From an optimization exercise on the open Yosys and OpenROAD flow, aimed at small area; shortcuts taken in it are not production practice. The RTL was checked by simulation tests, not by an equivalence proof against the original design. Power is estimated from default activity; no workload was simulated.

## PICO_MAIN
module PICO_MAIN(
input clock,
input reset,
input SW1,SW2,SW3,SW4,SW5,SW6,SW7, SW0,
input compA, compB, btnC, btnR, JB1, JB2, JB3, JB7, JB8, JB9,
	output enableA,enableB,
    output JA1,JA2,JA3,JA4,
    output a, b, c, d, e, f, g, dp,
    output [3:0] an,
    output LED0,LED1,LED2,LED3,LED4,LED5,LED6,LED7,LED9,LED12,LED13,aim_servo,fire_servo
    );
For scale: roughly 900 cells after synthesis, ~51 I/O pins, roughly 0.0070 mm² of cells after synthesis.
clock: 10.0 ns
lec_check: 0
cap_margin: 20
core_margin: 2
core_utilization: 40
slew_margin: 20
standard.sh (not shown) runs the stock make flow with config.mk's settings and CLKGATE_MAP_FILE= SYNTH_SCRIPT=/design/flow/synth_recipe.tcl, a recipe that flattens the netlist after the stock synthesis.
==> flow/flow/run.sh <==
#!/bin/bash
# The standard layout (standard.sh), with three changes:
#  - synthesis maps the logic with an area-oriented ABC script (flow/abc_area.script)
#    instead of ORFS's delay-oriented one, and leaves adders to ABC instead of
#    mapping them to half-adder cells first; everything else in synthesis, including the
#    -nofsm -noshare wrapper, the flattening and the renaming, is synth_recipe.tcl's;
#  - port buffers are the smallest buffer cell;
#  - the clock tree uses clkbuf_8 sink clusters and no dummy loads.
set -euo pipefail
HERE=$(pwd)
sed 's#^  log_cmd abc {\*}$abc_args$#  set abc_args [lreplace $abc_args 1 1 '"$HERE"'/flow/abc_area.script]\n  log_cmd abc {*}$abc_args#' \
    "$FLOW_HOME/scripts/synth.tcl" > "$HERE/synth_area.tcl.tmp"
# no half-adder cells: leave adders to ABC with the rest of the logic
sed 's#^  \[dont_use_adder_kinds\] ne "none"$#  0#' "$HERE/synth_area.tcl.tmp" > "$HERE/synth_area.tcl"
grep -q 'abc_area.script' "$HERE/synth_area.tcl"
grep -q '^  0$' "$HERE/synth_area.tcl"
sed 's#source $::env(SCRIPTS_DIR)/synth.tcl#source '"$HERE"'/synth_area.tcl#' synth_recipe.tcl > "$HERE/my_synth.tcl"
grep -q 'synth_area.tcl' "$HERE/my_synth.tcl"
sed 's#SYNTH_SCRIPT=[^ ]*#SYNTH_SCRIPT='"$HERE"'/my_synth.tcl#' standard.sh > "$HERE/my_standard.sh"
grep -q 'my_synth.tcl' "$HERE/my_standard.sh"
export BUFFER_PORTS_ARGS="-buffer_cell sky130_fd_sc_hd__buf_1"
export CTS_ARGS="-sink_clustering_enable -repair_clock_nets -dont_use_dummy_load -buf_list sky130_fd_sc_hd__clkbuf_8 -sink_clustering_size 30 -sink_clustering_max_diameter 100"
bash "$HERE/my_standard.sh" > standard.log 2>&1
==> flow/flow/abc_area.script <==
&get -n
&deepsyn -T 60 -S 7
&put
strash
dch -f
amap
topo
The starting point finished clean.
Change:
==> flow/flow/run.sh (replaced) <==
#!/bin/bash
# The standard layout (standard.sh), with three changes:
#  - synthesis maps the logic with an area-oriented ABC script (flow/abc_area.script)
#    instead of ORFS's delay-oriented one; everything else in synthesis, including the
#    -nofsm -noshare wrapper, the flattening and the renaming, is synth_recipe.tcl's;
#  - port buffers are the smallest buffer cell;
#  - the clock tree uses clkbuf_8 sink clusters and no dummy loads.
set -euo pipefail
HERE=$(pwd)
sed 's#^  log_cmd abc {\*}$abc_args$#  set abc_args [lreplace $abc_args 1 1 '"$HERE"'/flow/abc_area.script]\n  log_cmd abc {*}$abc_args#' \
    "$FLOW_HOME/scripts/synth.tcl" > "$HERE/synth_area.tcl"
grep -q 'abc_area.script' "$HERE/synth_area.tcl"
sed 's#source $::env(SCRIPTS_DIR)/synth.tcl#source '"$HERE"'/synth_area.tcl#' synth_recipe.tcl > "$HERE/my_synth.tcl"
grep -q 'synth_area.tcl' "$HERE/my_synth.tcl"
sed 's#SYNTH_SCRIPT=[^ ]*#SYNTH_SCRIPT='"$HERE"'/my_synth.tcl#' standard.sh > "$HERE/my_standard.sh"
grep -q 'my_synth.tcl' "$HERE/my_standard.sh"
export BUFFER_PORTS_ARGS="-buffer_cell sky130_fd_sc_hd__buf_1"
export CTS_ARGS="-sink_clustering_enable -repair_clock_nets -dont_use_dummy_load -buf_list sky130_fd_sc_hd__clkbuf_8 -sink_clustering_size 30 -sink_clustering_max_diameter 100"
bash "$HERE/my_standard.sh" > standard.log 2>&1
Outcome: Clock skew climbs by 9.4 ps. Non-clock buffer count came out lower by 2. Synthesized cell count goes up by 12%. Combinational power goes up by 18%. Wire length climbs by 18%.

-- what the ideal ports hide --
How much do the figures lean on ideal ports? The routed layouts below were timed once more, with nothing changed but the port constraints. Step 1 assumes that a clkbuf_16 drives the clock port and a buf_2 every other input. Step 2 times the ports against the registers' clock, not the clock port: input delays grow and output delays shrink by t, the midpoint of the rising clock arrivals with the driver on. a / b / c = no drivers / after step 1 / after step 2; a / b = the first two.
run | shift t [ns] | setup slack, ns | worst setup path after step 2 | clock arrival spread, ns
the first run | 0.482 | 4.351 / 4.351 / 4.351 | register to register | 0.026 / 0.027
the second run | 0.482 | 5.183 / 5.183 / 4.854 | input to register | 0.030 / 0.030
After both steps every run listed still meets setup and hold. The setup slack of the second run, which loses most, moves by 0.000 ns with the drivers and by -0.329 ns with both steps.
